Source: an optimization exercise on an open RTL-to-GDS flow (aim: small area and a short achievable clock period). Production flows keep margins and buffers that such runs may drop. Function was checked by simulation only, so behaviour that the tests miss may differ from the original.

==> inputs of trial 75 <==
## IIR
module IIR
          (clk,
           reset,
           clk_enable,
           In1,
           ce_out,
           Out1);
==> flow/config.mk <==
export PLATFORM = sky130hd
export DESIGN_NAME = IIR
export DESIGN_NICKNAME = IIR
export VERILOG_FILES = /design/flow/design.v
export SDC_FILE = /design/flow/constraint.sdc
export NUM_CORES = 4
export LEC_CHECK = 0
export CAP_MARGIN = 20
export CORE_MARGIN = 2
export CORE_UTILIZATION = 40
export SLEW_MARGIN = 20
export SYNTH_HIERARCHICAL = 1
export SYNTH_MINIMUM_KEEP_SIZE = 0
export TNS_END_PERCENT = 0
==> flow/constraint.sdc <==
create_clock -name core_clock -period 10.0 [get_ports {clk}]
set_input_delay 2.0000 -clock core_clock [delete_from_list [all_inputs] [get_ports {clk}]]
set_output_delay 2.0000 -clock core_clock [all_outputs]
set_load 0.01 [all_outputs]
standard.sh (not shown) runs the stock make flow with config.mk's settings and CLKGATE_MAP_FILE= SYNTH_SCRIPT=/design/flow/synth_recipe.tcl, a recipe that flattens the netlist after the stock synthesis.
==> flow/flow/run.sh <==
#!/bin/bash
# Standard ORFS layout, with port buffers of a plain buffer cell and timing
# repair aimed below the clock period (the SDC is unchanged).
set -euo pipefail
bash standard.sh SETUP_SLACK_MARGIN=5.0 "BUFFER_PORTS_ARGS=-buffer_cell sky130_fd_sc_hd__buf_2" ABC_AREA=1 finish > flow_make.log 2>&1
==> build 85: changes against trial 75 <==
==> flow/flow/run.sh (replaced) <==
#!/bin/bash
# Standard ORFS layout, with port buffers of a plain buffer cell and timing
# repair aimed below the clock period (the SDC is unchanged).
set -euo pipefail
bash standard.sh SETUP_SLACK_MARGIN=5.3 "BUFFER_PORTS_ARGS=-buffer_cell sky130_fd_sc_hd__buf_2" ABC_AREA=1 CORE_UTILIZATION=55 finish > flow_make.log 2>&1
==> build 35: changes against trial 75 <==
==> flow/flow/run.sh (replaced) <==
#!/bin/bash
# Standard ORFS layout, with port buffers of a plain buffer cell and timing
# repair aimed below the clock period (the SDC is unchanged).
set -euo pipefail
bash standard.sh SETUP_SLACK_MARGIN=5.3 "BUFFER_PORTS_ARGS=-buffer_cell sky130_fd_sc_hd__buf_2" ABC_AREA=1 finish > flow_make.log 2>&1
==> flow_metrics.tcl <==
set metrics [dict create \
    status "timing/DRC/antenna clean" \
    ctsResizeCount 26 \
    area_growth_pct 13.3 \
    fp.dieW_um 175 \
    fillCellCount 2803 \
    ff2ff_setup_slack_ns 5.48 \
    met2_usage 0.331 \
    slowest_delay_ns 0.53 \
    period_share 0.452 \
    buffer_area_frac 0.0572 \
    gr-usage-met3 0.0222 \
    grt_use_total 0.193 \
]
# the run above: build 35

==> flow_metrics.tcl <==
set metrics [dict create \
    status "timing/DRC/antenna clean" \
    grt_overflow 0 \
    fillCellCount 1877 \
    grt_use_total 0.264 \
    area_growth_pct 12.4 \
    buffer_area_frac 0.0577 \
    slowest_delay_ns 0.51 \
    fp.dieW_um 150 \
    met2_usage 0.439 \
    gr-usage-met3 0.0341 \
    period_share 0.452 \
    fin_nets 1770 \
    ff2ff_setup_slack_ns 5.48 \
    ctsResizeCount 29 \
    synthArstFlopShare 1.00 \
]
# the run above: build 85

==> flow_metrics.tcl <==
set metrics [dict create \
    buffer_area_frac 0.0411 \
    slowest_delay_ns 0.54 \
    met2_usage 0.328 \
    ff2ff_setup_slack_ns 5.25 \
    grt_use_total 0.191 \
    period_share 0.475 \
    ctsResizeCount 12 \
    status "timing/DRC/antenna clean" \
    area_growth_pct 10.8 \
    worstMarginPinSlew_ns 0.909 \
]
# the run above: trial 75


========
==> run a <==
Another version of the RTL of IIR (not shown whole).
==> flow/config.mk <==
export PLATFORM = sky130hd
export DESIGN_NAME = IIR
export DESIGN_NICKNAME = IIR
export VERILOG_FILES = /design/flow/design.v
export SDC_FILE = /design/flow/constraint.sdc
export NUM_CORES = 4
export LEC_CHECK = 0
export CAP_MARGIN = 20
export CORE_MARGIN = 2
export CORE_UTILIZATION = 40
export SLEW_MARGIN = 20
export SYNTH_HIERARCHICAL = 1
export SYNTH_MINIMUM_KEEP_SIZE = 0
export TNS_END_PERCENT = 0
==> flow/constraint.sdc <==
create_clock -name core_clock -period 10.0 [get_ports {clk}]
set_input_delay 2.0000 -clock core_clock [delete_from_list [all_inputs] [get_ports {clk}]]
set_output_delay 2.0000 -clock core_clock [all_outputs]
set_load 0.01 [all_outputs]
==> flow/flow/run.sh <==
#!/bin/bash
# Standard ORFS layout, with port buffers of a plain buffer cell and timing
# repair aimed below the clock period (the SDC is unchanged).
set -euo pipefail
bash standard.sh SETUP_SLACK_MARGIN=5.3 "BUFFER_PORTS_ARGS=-buffer_cell sky130_fd_sc_hd__buf_2" MATCH_CELL_FOOTPRINT=0 finish > flow_make.log 2>&1
==> inputs of run b, as changes to run a <==
==> flow/flow/run.sh (replaced) <==
#!/bin/bash
# Standard ORFS layout, with port buffers of a plain buffer cell and timing
# repair aimed below the clock period (the SDC is unchanged).
set -euo pipefail
bash standard.sh SETUP_SLACK_MARGIN=5.6 "BUFFER_PORTS_ARGS=-buffer_cell sky130_fd_sc_hd__buf_2" ABC_AREA=1 finish > flow_make.log 2>&1
==> metrics.md <==
| Metric | Value |
|---|---|
| Top layer in use | `met5` |
| Final std cells w/o fill | `1,878` |
| Met3 wire length | `970 µm` |
| Reg2reg path depth | `15` |
| Detailed-route wire length | `29,900 µm` |
| Most frequent cells in the layout | `354 x nand2_1, 182 x inv_1, 178 x fa_1, 116 x ha_1, 98 x nand3_1` |
| Critical path endpoint | `s[3]` |
| Multi-input combinational area share | `65.7%` |
| Post-synthesis sequential area ratio | `17.6%` |
| Max Fanout on Critical Path | `5` |
| Status | `finished clean` |
| Layout Nets | `1,822` |
| Most frequent cells after synthesis | `360 x nand2_1, 198 x inv_1, 189 x fa_1` |
| CLK BUF | `11` |
[end of results for run b]
==> metrics.md <==
| Metric | Value |
|---|---|
| Detailed-route wire length | `25,300 µm` |
| Most frequent cells after synthesis | `189 x fa_1, 125 x ha_1, 123 x inv_1` |
| Max Fanout on Critical Path | `11` |
| Status | `finished clean` |
| Layout Nets | `1,413` |
| Top layer in use | `met4` |
| Multi-input combinational area share | `66.4%` |
| Met3 wire length | `673 µm` |
[end of results for run a]

==> separate check: timing with driven ports <==
In the flow no input, the clock included, has a driving cell. The finished layouts below were timed again as built, in two steps.
Step 1: set_driving_cell puts a clkbuf_16 on clk and a buf_2 on each other input, an assumption about the parent block.
Step 2, shift: input delay + t, output delay - t, t = (earliest + latest rising clock arrival at the registers) / 2. This alone moves slack from input paths to output paths.
a / b / c = no drivers / after step 1 / after step 2; a / b = the first two.
| run | t, ns | setup slack, ns | worst register clock-pin slew, ns | cell pins on the clock port's net |
|---|---|---|---|---|
| trial 75 | 0.395 | 5.251 / 5.251 / 5.251 | 0.07 / 0.07 | 1 |
| build 85 | 0.395 | 5.482 / 5.482 / 5.482 | 0.08 / 0.08 | 1 |
| build 35 | 0.395 | 5.475 / 5.475 / 5.475 | 0.07 / 0.07 | 1 |
| run a | 0.392 | 5.076 / 5.076 / 5.076 | 0.07 / 0.07 | 1 |
| run b | 0.395 | 5.484 / 5.484 / 5.484 | 0.07 / 0.07 | 1 |
After both steps every run listed still meets setup and hold.
